What follows belongs to an exercise in optimizing a design on an open flow for small area; a production flow would make more cautious choices. In this exercise RTL edits were held to simulation tests only and were not proved equivalent to the original. Power is estimated from default activity; no workload was simulated.

==> xenon <==
// vga_enh_top
module vga_enh_top (
	wb_clk_i, wb_rst_i, wb_inta_o,
	wbs_adr_i, wbs_dat_i, wbs_dat_o, wbs_sel_i, wbs_we_i, wbs_stb_i, wbs_cyc_i, wbs_ack_o, wbs_rty_o, wbs_err_o,
	wbm_adr_o, wbm_dat_i, wbm_cti_o, wbm_bte_o, wbm_sel_o, wbm_we_o, wbm_stb_o, wbm_cyc_o, wbm_ack_i, wbm_err_i,
	clut_mem_adr_o, clut_mem_we_o, clut_mem_d_o, clut_mem_q_i,
	line_mem_wadr_o, line_mem_we_o, line_mem_d_o, line_mem_radr_o, line_mem_q_i,
	hsync_pad_o, vsync_pad_o, csync_pad_o, blank_pad_o, r_pad_o, g_pad_o, b_pad_o
	);
==> module vga_vtim, before the edit <==
module vga_vtim(clk, ena, rst, Tsync, Tgdel, Tgate, Tlen, Sync, Gate, Done);
	input clk;  
	input ena;  
	input rst;  
	input [ 7:0] Tsync;  
	input [ 7:0] Tgdel;  
	input [15:0] Tgate;  
	input [15:0] Tlen;   
	output Sync;  
	output Gate;  
	output Done;  
	reg Sync;
	reg Gate;
	reg Done;
	reg  [15:0] cnt, cnt_len;
	wire [16:0] cnt_nxt, cnt_len_nxt;
	wire        cnt_done, cnt_len_done;
	assign cnt_nxt = {1'b0, cnt} -17'h1;
	assign cnt_done = cnt_nxt[16];
	assign cnt_len_nxt = {1'b0, cnt_len} -17'h1;
	assign cnt_len_done = cnt_len_nxt[16];
	reg gdel_st, len_st;
	wire idle_st = ~(Sync | gdel_st | Gate | len_st);
	always @(posedge clk)
	  if (rst)
	    begin
	        gdel_st <= 1'b0;
	        len_st  <= 1'b0;
	        cnt     <= 16'h0;
	        cnt_len <= 16'b0;
	        Sync    <= 1'b0;
	        Gate    <= 1'b0;
	        Done    <= 1'b0;
	    end
	  else if (ena)
	    begin
	        cnt     <= cnt_nxt[15:0];
	        cnt_len <= cnt_len_nxt[15:0];
	        Done    <= 1'b0;
	        if (idle_st)
	          begin
	              cnt     <= Tsync;
	              cnt_len <= Tlen;
	              Sync    <= 1'b1;
	          end
	        else if (Sync)
	          begin
	              if (cnt_done)
	                begin
	                    gdel_st <= 1'b1;
	                    cnt     <= Tgdel;
	                    Sync    <= 1'b0;
	                end
	          end
	        else if (gdel_st)
	          begin
	              if (cnt_done)
	                begin
	                    gdel_st <= 1'b0;
	                    cnt     <= Tgate;
	                    Gate    <= 1'b1;
	                end
	          end
	        else if (Gate)
	          begin
	              if (cnt_done)
	                begin
	                    len_st <= 1'b1;
	                    Gate   <= 1'b0;
	                end
	          end
	        else  
	          begin
	              if (cnt_len_done)
	                begin
	                    len_st  <= 1'b0;
	                    cnt     <= Tsync;
	                    cnt_len <= Tlen;
	                    Sync    <= 1'b1;
	                    Done    <= 1'b1;
	                end
	          end
	    end
endmodule
==> flow/config.mk <==
export PLATFORM = sky130hd
export DESIGN_NAME = vga_enh_top
export DESIGN_NICKNAME = vga_enh_top
export VERILOG_FILES = /design/flow/design.v
export SDC_FILE = /design/flow/constraint.sdc
export NUM_CORES = 4
export LEC_CHECK = 0
export CAP_MARGIN = 20
export CORE_MARGIN = 2
export CORE_UTILIZATION = 55
export SLEW_MARGIN = 20
==> flow/constraint.sdc <==
create_clock -name core_clock -period 10.0 [get_ports {wb_clk_i}]
set_input_delay 2.0000 -clock core_clock [delete_from_list [all_inputs] [get_ports {wb_clk_i}]]
set_output_delay 2.0000 -clock core_clock [all_outputs]
set_load 0.01 [all_outputs]
standard.sh (not shown) runs the stock make flow with config.mk's settings and CLKGATE_MAP_FILE= SYNTH_SCRIPT=/design/flow/synth_recipe.tcl, a recipe that flattens the netlist after the stock synthesis.
==> flow/flow/run.sh <==
#!/bin/bash
# The standard layout (standard.sh), with three changes:
#  - after the standard synthesis, its combinational logic is re-mapped for
#    area by remap.sh (registers untouched: same instance names, same cells)
#  - port buffers use the smallest buffer cell
#  - clock tree: sink clusters of at most 16 flip-flops within 50 um, driven by clkbuf_8, no dummy loads
# Each tool's output goes to a log file in this folder (flow_*.log, remap_*.log)
# and ORFS's own logs are under orfs/logs.
set -euo pipefail
HERE=$(cd "$(dirname "$0")" && pwd)
R=orfs/results/$FLOW_PLATFORM/vga_enh_top/base
LIB=$FLOW_HOME/platforms/$FLOW_PLATFORM/lib/sky130_fd_sc_hd__tt_025C_1v80.lib

bash standard.sh synth > flow_synth.log 2>&1
cp $R/1_2_yosys.v $R/1_2_yosys.standard.v
bash "$HERE/remap.sh" $R/1_2_yosys.standard.v $R/1_2_yosys.v "$LIB" "$FLOW_TOP" > flow_remap.log 2>&1
rm -f $R/1_synth.odb $R/1_synth.sdc

export BUFFER_PORTS_ARGS="-buffer_cell sky130_fd_sc_hd__buf_1"
export CTS_ARGS="-sink_clustering_enable -repair_clock_nets -dont_use_dummy_load -sink_clustering_size 16 -sink_clustering_max_diameter 50 -buf_list sky130_fd_sc_hd__clkbuf_8"
bash standard.sh > flow_layout.log 2>&1
Other scripts of this flow, unchanged in this note and not shown: flow/flow/abc1.abc, flow/flow/abc2.abc, flow/flow/abc3.abc, flow/flow/abc4.abc, flow/flow/abc5.abc, flow/flow/dont_use.txt, flow/flow/remap.sh
==> inputs of onyx, as changes to xenon <==
--- a/flow/design.v
+++ b/flow/design.v
@@ -52,6 +52,4 @@
 	        gdel_st <= 1'b0;
 	        len_st  <= 1'b0;
-	        cnt     <= 16'h0;
-	        cnt_len <= 16'b0;
 	        Sync    <= 1'b0;
 	        Gate    <= 1'b0;
@@ -60,13 +58,7 @@
 	  else if (ena)
 	    begin
-	        cnt     <= cnt_nxt[15:0];
-	        cnt_len <= cnt_len_nxt[15:0];
 	        Done    <= 1'b0;
 	        if (idle_st)
-	          begin
-	              cnt     <= Tsync;
-	              cnt_len <= Tlen;
-	              Sync    <= 1'b1;
-	          end
+	          Sync    <= 1'b1;
 	        else if (Sync)
 	          begin
@@ -74,5 +66,4 @@
 	                begin
 	                    gdel_st <= 1'b1;
-	                    cnt     <= Tgdel;
 	                    Sync    <= 1'b0;
 	                end
@@ -83,5 +74,4 @@
 	                begin
 	                    gdel_st <= 1'b0;
-	                    cnt     <= Tgate;
 	                    Gate    <= 1'b1;
 	                end
@@ -100,6 +90,4 @@
 	                begin
 	                    len_st  <= 1'b0;
-	                    cnt     <= Tsync;
-	                    cnt_len <= Tlen;
 	                    Sync    <= 1'b1;
 	                    Done    <= 1'b1;
@@ -107,4 +95,19 @@
 	          end
 	    end
+	always @(posedge clk)
+	  if (ena)
+	    begin
+	        cnt     <= cnt_nxt[15:0];
+	        cnt_len <= cnt_len_nxt[15:0];
+	        if (idle_st | (len_st & cnt_len_done))
+	          begin
+	              cnt     <= Tsync;
+	              cnt_len <= Tlen;
+	          end
+	        else if (Sync & cnt_done)
+	          cnt <= Tgdel;
+	        else if (gdel_st & cnt_done)
+	          cnt <= Tgate;
+	    end
 endmodule
  `timescale 1ns / 10ps
--- a/flow/flow/run.sh
+++ b/flow/flow/run.sh
@@ -4,5 +4,5 @@
 #    area by remap.sh (registers untouched: same instance names, same cells)
 #  - port buffers use the smallest buffer cell
-#  - clock tree: sink clusters of at most 16 flip-flops within 50 um, driven by clkbuf_8, no dummy loads
+#  - clock tree: sink clusters of at most 16 flip-flops within 70 um, driven by clkbuf_8, no dummy loads
 # Each tool's output goes to a log file in this folder (flow_*.log, remap_*.log)
 # and ORFS's own logs are under orfs/logs.
@@ -18,4 +18,4 @@
 
 export BUFFER_PORTS_ARGS="-buffer_cell sky130_fd_sc_hd__buf_1"
-export CTS_ARGS="-sink_clustering_enable -repair_clock_nets -dont_use_dummy_load -sink_clustering_size 16 -sink_clustering_max_diameter 50 -buf_list sky130_fd_sc_hd__clkbuf_8"
+export CTS_ARGS="-sink_clustering_enable -repair_clock_nets -dont_use_dummy_load -sink_clustering_size 16 -sink_clustering_max_diameter 70 -buf_list sky130_fd_sc_hd__clkbuf_8"
 bash standard.sh > flow_layout.log 2>&1
==> flow/flow/abc6.abc (new file) <==
strash
&get -n
&fraig -x
&put
dc2
dch -f
amap -F 2 -A 5
strash
dch -f
amap -F 2 -A 5
strash
dch -f
amap -F 2 -A 5
==> flow/flow/abc7.abc (new file) <==
strash
&get -n
&fraig -x
&put
dc2
dch -f
amap -F 3 -A 10
strash
dch -f
amap -F 3 -A 10
Settings changed: CORE_UTILIZATION 55 to 60.
==> inputs of fjord, as changes to xenon <==
--- a/flow/design.v
+++ b/flow/design.v
@@ -52,6 +52,4 @@
 	        gdel_st <= 1'b0;
 	        len_st  <= 1'b0;
-	        cnt     <= 16'h0;
-	        cnt_len <= 16'b0;
 	        Sync    <= 1'b0;
 	        Gate    <= 1'b0;
@@ -60,13 +58,7 @@
 	  else if (ena)
 	    begin
-	        cnt     <= cnt_nxt[15:0];
-	        cnt_len <= cnt_len_nxt[15:0];
 	        Done    <= 1'b0;
 	        if (idle_st)
-	          begin
-	              cnt     <= Tsync;
-	              cnt_len <= Tlen;
-	              Sync    <= 1'b1;
-	          end
+	          Sync    <= 1'b1;
 	        else if (Sync)
 	          begin
@@ -74,5 +66,4 @@
 	                begin
 	                    gdel_st <= 1'b1;
-	                    cnt     <= Tgdel;
 	                    Sync    <= 1'b0;
 	                end
@@ -83,5 +74,4 @@
 	                begin
 	                    gdel_st <= 1'b0;
-	                    cnt     <= Tgate;
 	                    Gate    <= 1'b1;
 	                end
@@ -100,6 +90,4 @@
 	                begin
 	                    len_st  <= 1'b0;
-	                    cnt     <= Tsync;
-	                    cnt_len <= Tlen;
 	                    Sync    <= 1'b1;
 	                    Done    <= 1'b1;
@@ -107,4 +95,19 @@
 	          end
 	    end
+	always @(posedge clk)
+	  if (ena)
+	    begin
+	        cnt     <= cnt_nxt[15:0];
+	        cnt_len <= cnt_len_nxt[15:0];
+	        if (idle_st | (len_st & cnt_len_done))
+	          begin
+	              cnt     <= Tsync;
+	              cnt_len <= Tlen;
+	          end
+	        else if (Sync & cnt_done)
+	          cnt <= Tgdel;
+	        else if (gdel_st & cnt_done)
+	          cnt <= Tgate;
+	    end
 endmodule
  `timescale 1ns / 10ps
Settings changed: CORE_UTILIZATION 55 to 60.
==> run summary <==
Result of the run: fjord complete, no violations; onyx complete, no violations; xenon complete, no violations
GR met1 Demand/Resource: fjord 55.5%; onyx 54.3%; xenon 49.4%
Fraction of area in multi-input gates: fjord 25.0%; onyx 25.2%; xenon 25.6%
Worst voltage drop across the vdd grid: fjord 0.153 mV; onyx 0.146 mV; xenon 0.145 mV
Cell area after synthesis: fjord 0.0581 mm²; onyx 0.0580 mm²; xenon 0.0584 mm²
TritonCTS Buffers: fjord 140; onyx 108; xenon 143
Fill cells: fjord 7310; onyx 7417; xenon 8553
Min-Delay Endpoint: fjord line_fifo.rrst; onyx pixel_generator.blank_o; xenon pixel_generator.vsync_o
Flip-flop and latch area: fjord 0.0408 mm²; onyx 0.0408 mm²; xenon 0.0404 mm²
Slowest cell delay on critical path: fjord 790 ps; onyx 800 ps; xenon 940 ps
Multi-input gates: fjord 2540; onyx 2519; xenon 2665
Multi-input logic area: fjord 0.0160 mm²; onyx 0.0160 mm²; xenon 0.0165 mm²
Clock net power: fjord 3210 µW; onyx 2860 µW; xenon 3260 µW
Global routing's busiest layer: fjord met1; onyx met2; xenon met2
Total global routing track utilization: fjord 38.4%; onyx 38.7%; xenon 36.8%
Per-instance average area after synthesis: fjord 12.9 µm²; onyx 13.0 µm²; xenon 12.5 µm²
Overall via count from detail_route: fjord 44600; onyx 44200; xenon 44900
Routed wire length per instance: fjord 30.6 µm; onyx 31.2 µm; xenon 30.6 µm
Final estimated routing congestion in global placement: fjord 0.970; onyx 0.973; xenon 0.933
Worst-case headroom to the max-slew limit: fjord 22.9%; onyx 10.2%; xenon 17.9%

port drivers added, routing unchanged:
No port has a modelled driver above. Below, the same layouts with a new extraction and two added sets of constraints.
Step 1 (the two cells are an assumption about what drives the block):
set clk [get_ports {wb_clk_i}]
set_driving_cell -lib_cell sky130_fd_sc_hd__clkbuf_16 $clk
set_driving_cell -lib_cell sky130_fd_sc_hd__buf_2 [delete_from_list [all_inputs] $clk]
Step 2, shift: input delay + t, output delay - t, t = (earliest + latest rising clock arrival at the registers) / 2. This alone moves slack from input paths to output paths.
Slacks: no drivers / after step 1 / after step 2; pairs: no drivers / after step 1.
| run | shift t [ns] | setup slack, ns | clock arrival spread, ns | worst data-port slew with drivers (ns) | cell pins on the clock port's net |
|---|---|---|---|---|---|
| xenon | 0.908 | 3.256 / 3.256 / 3.256 | 0.093 / 0.093 | 0.18 | 1 |
| onyx | 0.867 | 3.500 / 3.425 / 3.310 | 0.093 / 0.093 | 0.18 | 1 |
| fjord | 0.902 | 3.569 / 3.569 / 3.569 | 0.072 / 0.072 | 0.17 | 1 |
After both steps every run listed still meets setup and hold. For onyx, which loses most, drivers alone change the setup slack by -0.075 ns; drivers and shift together by -0.190 ns.
